This design comes from an exercise in tuning for small area and a short achievable clock period on the open sky130 flow, not from production work. In this exercise RTL edits were held to simulation tests only and were not proved equivalent to the original. The clock input has no modelled driver; a real chip could not lean on it and would need a root buffer or a full tree. No activity file was given, so power comes from the tool's default toggle rates.

==> flow/design.v (excerpt) <==
module MADDNESS (in, clk, out, in_num, in_addr, write);
	input [215:0] in;
	input clk;
	output [63:0] out;
	input [7:0] in_num;
	input [9:0] in_addr;
	input write;
	genvar g, h, k;
	integer i;
	reg [31:0] nlo;
	reg [18:0] nhi;
	reg [3:0]  w_lo;
	reg [6:0]  w_hi;
	reg [7:0]  w_dn;
	always @(posedge clk) begin
		for (i = 0; i < 32; i = i + 1) nlo[i] <= ~(in_addr[4:0] == i);
		for (i = 0; i < 19; i = i + 1) nhi[i] <= ~(write & (in_addr[9:5] == i));
		for (i = 0; i < 4; i = i + 1) w_lo[i] <= (in_num[1:0] == i);
		for (i = 0; i < 7; i = i + 1) w_hi[i] <= (in_num[4:2] == i);
		w_dn <= ~in_num;
	end
	wire [587:0] we;
	generate
		for (g = 0; g < 588; g = g + 1) begin : dwe
			mad_nor2 u (.a(nhi[g >> 5]), .b(nlo[g & 31]), .y(we[g]));
		end
	endgenerate
	reg [3:0] ilo  [0:15];    
	reg [6:0] ihi  [0:15];    
	reg [7:0] thr  [0:59];    
	reg [7:0] prot [0:511];   
	generate
		for (g = 0; g < 16; g = g + 1) begin : widx
			always @(posedge clk) if (we[g]) begin
				ilo[g] <= w_lo;
				ihi[g] <= w_hi;
			end
		end
		for (g = 0; g < 60; g = g + 1) begin : wthr
			always @(posedge clk) if (we[g + 16]) thr[g] <= w_dn;
		end
		for (g = 0; g < 512; g = g + 1) begin : wprot
			always @(posedge clk) if (we[g + 76]) prot[g] <= w_dn;
		end
	endgenerate
	reg [7:0] v1 [0:15];
	generate
		for (g = 0; g < 16; g = g + 1) begin : bsel
			wire [26:0] ns;
  ...
Size in the first run: ~15000 cells after synthesis, roughly 5500 flip-flops.
==> module mad_classn, before the edit <==
module mad_classn (input [14:0] ge, output [15:0] ns);
	genvar c;
	generate
		for (c = 0; c < 16; c = c + 1) begin : d
			assign ns[c] = ~((ge[0] == c[0]) & (ge[1 + (c & 1)] == c[1]) &
				(ge[3 + (c & 3)] == c[2]) & (ge[7 + (c & 7)] == c[3]));
		end
	endgenerate
endmodule
==> module MADDNESS, before the edit <==
module MADDNESS (in, clk, out, in_num, in_addr, write);
	input [215:0] in;
	input clk;
	output [63:0] out;
	input [7:0] in_num;
	input [9:0] in_addr;
	input write;
	genvar g, h, k;
	integer i;
	reg [31:0] nlo;
	reg [18:0] nhi;
	reg [3:0]  w_lo;
	reg [6:0]  w_hi;
	reg [7:0]  w_dn;
	always @(posedge clk) begin
		for (i = 0; i < 32; i = i + 1) nlo[i] <= ~(in_addr[4:0] == i);
		for (i = 0; i < 19; i = i + 1) nhi[i] <= ~(write & (in_addr[9:5] == i));
		for (i = 0; i < 4; i = i + 1) w_lo[i] <= (in_num[1:0] == i);
		for (i = 0; i < 7; i = i + 1) w_hi[i] <= (in_num[4:2] == i);
		w_dn <= ~in_num;
	end
	wire [587:0] we;
	generate
		for (g = 0; g < 588; g = g + 1) begin : dwe
			mad_nor2 u (.a(nhi[g >> 5]), .b(nlo[g & 31]), .y(we[g]));
		end
	endgenerate
	reg [3:0] ilo  [0:15];    
	reg [6:0] ihi  [0:15];    
	reg [7:0] thr  [0:59];    
	reg [7:0] prot [0:511];   
	generate
		for (g = 0; g < 16; g = g + 1) begin : widx
			always @(posedge clk) if (we[g]) begin
				ilo[g] <= w_lo;
				ihi[g] <= w_hi;
			end
		end
		for (g = 0; g < 60; g = g + 1) begin : wthr
			always @(posedge clk) if (we[g + 16]) thr[g] <= w_dn;
		end
		for (g = 0; g < 512; g = g + 1) begin : wprot
			always @(posedge clk) if (we[g + 76]) prot[g] <= w_dn;
		end
	endgenerate
	reg [7:0] v1 [0:15];
	generate
		for (g = 0; g < 16; g = g + 1) begin : bsel
			wire [26:0] ns;
			mad_dec27n ud (.lo(ilo[g]), .hi(ihi[g]), .ns(ns));
			for (k = 0; k < 8; k = k + 1) begin : b
				wire [26:0] d;
				wire y;
				for (h = 0; h < 27; h = h + 1) begin : r
					assign d[h] = in[8*h + k];
				end
				mad_sel27 us (.ns(ns), .d(d), .y(y));
				always @(posedge clk) v1[g][k] <= y;
			end
		end
	endgenerate
	reg [14:0] ge2 [0:3];
	generate
		for (g = 0; g < 4; g = g + 1) begin : tc
			for (h = 0; h < 4; h = h + 1) begin : lc
				for (k = 0; k < (1 << h); k = k + 1) begin : jc
					wire ge;
					mad_ge8 uc (.v(v1[4*h + g]), .tn(thr[((1 << h) - 1)*4 + g*(1 << h) + k]), .ge(ge));
					always @(posedge clk) ge2[g][(1 << h) - 1 + k] <= ge;
				end
			end
		end
	endgenerate
	reg [15:0] ns3 [0:1][0:3];
	generate
		for (g = 0; g < 4; g = g + 1) begin : cr
			for (h = 0; h < 2; h = h + 1) begin : cp
				wire [15:0] ns;
				mad_classn ud (.ge(ge2[g]), .ns(ns));
				always @(posedge clk) ns3[h][g] <= ns;
			end
		end
	endgenerate
	genvar m;
	wire [7:0] r [0:3][0:7];
	generate
		for (g = 0; g < 4; g = g + 1) begin : ps
			for (h = 0; h < 8; h = h + 1) begin : pb
				for (k = 0; k < 8; k = k + 1) begin : pk
					wire [15:0] dn;
					for (m = 0; m < 16; m = m + 1) begin : pm
						assign dn[m] = prot[g*128 + m*8 + h][k];
					end
					mad_sel16 us (.ns(ns3[h >> 2][g]), .dn(dn), .y(r[g][h][k]));
				end
			end
		end
	endgenerate
	reg [6:0] s4 [0:7];
	reg [6:0] c4 [0:7];
	reg [6:0] r34 [0:7];
	reg [7:0] o014, o234;
	generate
		for (h = 0; h < 8; h = h + 1) begin : av
			wire [6:0] xs, xc;
			mad_csa1 u (.r0(r[0][h]), .r1(r[1][h]), .r2(r[2][h]), .s(xs), .c(xc));
			always @(posedge clk) begin
				s4[h] <= xs;
				c4[h] <= xc;
				r34[h] <= r[3][h][7:1];
				o014[h] <= r[0][h][0] | r[1][h][0];
				o234[h] <= r[2][h][0] | r[3][h][0];
			end
		end
	endgenerate
	reg [63:0] sum5;
	generate
		for (h = 0; h < 8; h = h + 1) begin : fo
			wire [7:0] y;
			mad_sum u (.s(s4[h]), .c(c4[h]), .r3(r34[h]), .o01(o014[h]), .o23(o234[h]), .y(y));
			always @(posedge clk) sum5[8*h +: 8] <= y;
		end
	endgenerate
	reg [63:0] out_q;
	always @(posedge clk) out_q <= sum5;
	assign out = out_q;
endmodule
clock: 4.5 ns
lec_check: 0
cap_margin: 20
core_margin: 2
core_utilization: 56
place_density: 0.66
setup_slack_margin: 1.6
slew_margin: 20
synth_hierarchical: 1
standard.sh (not shown) runs the stock make flow with config.mk's settings and CLKGATE_MAP_FILE= SYNTH_SCRIPT=/design/flow/synth_recipe.tcl, a recipe that flattens the netlist after the stock synthesis.
==> flow/flow/run.sh <==
#!/bin/bash
# The standard ORFS flow (the standard.sh, synthesis included) with these
# changes, all through ORFS's own variables and step hooks:
#  - flow/io.tcl (PRE_IO_PLACEMENT) places the row input's pins as one ordered
#    group on the bottom edge before place_pins;
#  - port buffers are buf_4 cells (BUFFER_PORTS_ARGS) rather than the delay
#    cell buffer_ports picks on its own, which the repairs cannot resize;
#  - flow/mycts.tcl (PRE_CTS) builds the clock tree as an H-tree of inverters
#    in place of TritonCTS;
#  - flow/margin.tcl (PRE_GLOBAL_ROUTE, and sourced by mycts.tcl) sets the
#    setup margin of the repairs once the clock tree exists.
# make's output goes to flow_make.log; each step's full log is under orfs/logs.
set -euo pipefail
here=$(pwd)
bash standard.sh \
  PRE_IO_PLACEMENT_TCL="$here/flow/io.tcl" \
  "BUFFER_PORTS_ARGS=-buffer_cell sky130_fd_sc_hd__buf_4" \
  PRE_CTS_TCL="$here/flow/mycts.tcl" \
  PRE_GLOBAL_ROUTE_TCL="$here/flow/margin.tcl" \
  finish > "$here/flow_make.log" 2>&1
Other scripts of this flow, unchanged in this note and not shown: flow/flow/io.tcl, flow/flow/margin.tcl, flow/flow/mycts.tcl
==> next run, changes <==
--- a/flow/design.v
+++ b/flow/design.v
@@ -126,16 +126,22 @@
 			end
 		end
 	endgenerate
 	mad_avg8 u (.a({c[6], s2}), .b({c2, o23}), .y(y));
 endmodule
-module mad_classn (input [14:0] ge, output [15:0] ns);
-	genvar c;
-	generate
-		for (c = 0; c < 16; c = c + 1) begin : d
-			assign ns[c] = ~((ge[0] == c[0]) & (ge[1 + (c & 1)] == c[1]) &
-				(ge[3 + (c & 3)] == c[2]) & (ge[7 + (c & 7)] == c[3]));
+module mad_class (input [14:0] ge, output [3:0] c);
+	wire c0 = ge[0];
+	wire c1 = ge[1 + c0];
+	wire c2 = ge[3 + {c1, c0}];
+	wire c3 = ge[7 + {c2, c1, c0}];
+	assign c = {c3, c2, c1, c0};
+endmodule
+module mad_dec16n (input [3:0] c, output [15:0] ns);
+	genvar i;
+	generate
+		for (i = 0; i < 16; i = i + 1) begin : d
+			assign ns[i] = ~(c == i);
 		end
 	endgenerate
 endmodule
 module MADDNESS (in, clk, out, in_num, in_addr, write);
 	input [215:0] in;
@@ -211,13 +217,15 @@
 		end
 	endgenerate
 	reg [15:0] ns3 [0:1][0:3];
 	generate
 		for (g = 0; g < 4; g = g + 1) begin : cr
+			wire [3:0] c;
+			mad_class uc (.ge(ge2[g]), .c(c));
 			for (h = 0; h < 2; h = h + 1) begin : cp
 				wire [15:0] ns;
-				mad_classn ud (.ge(ge2[g]), .ns(ns));
+				mad_dec16n ud (.c(c), .ns(ns));
 				always @(posedge clk) ns3[h][g] <= ns;
 			end
 		end
 	endgenerate
 	genvar m;
Outcome: The changed run ran to the end with no violations; design area went up by 0.67%; sequential share of layout area came out lower by 0.38 points; first-iteration DRC count came out lower by 12%; via count falls by 0.42%; clock power is about the same; core utilization rises by 0.32 points; cell count goes up by 0.60%; worst setup slack gains 38 ps; total power barely changes; synthesized cell count came out higher by 0.69%.
No run of this note takes its clock network from TritonCTS; it comes from the design's own scripts or RTL.

[separate check: timing with driven ports]
The results above use ideal ports. As a check the final layouts listed here were re-extracted and re-timed, cells and wires unchanged. Step 1 assumes that a clkbuf_16 drives the clock port and a buf_2 every other input. Step 2 moves the port delays by t, midway between the first and last clock arrival at a register: inputs arrive t later, outputs are due t later. That takes back most of the time a late clock gives input paths. Three values: no drivers, after step 1, after step 2; two values: the first two.
| run | shift t [ns] | setup WS [ns] | worst setup path at the end |
|---|---|---|---|
| the first run | 0.836 | 2.151 / 2.188 / 1.599 | input to register |
| the second run | 0.786 | 2.190 / 2.161 / 1.718 | input to register |
After both steps setup and hold are still met in every run listed. The setup slack of the first run, which loses most, moves by +0.037 ns with the drivers and by -0.552 ns with both steps.
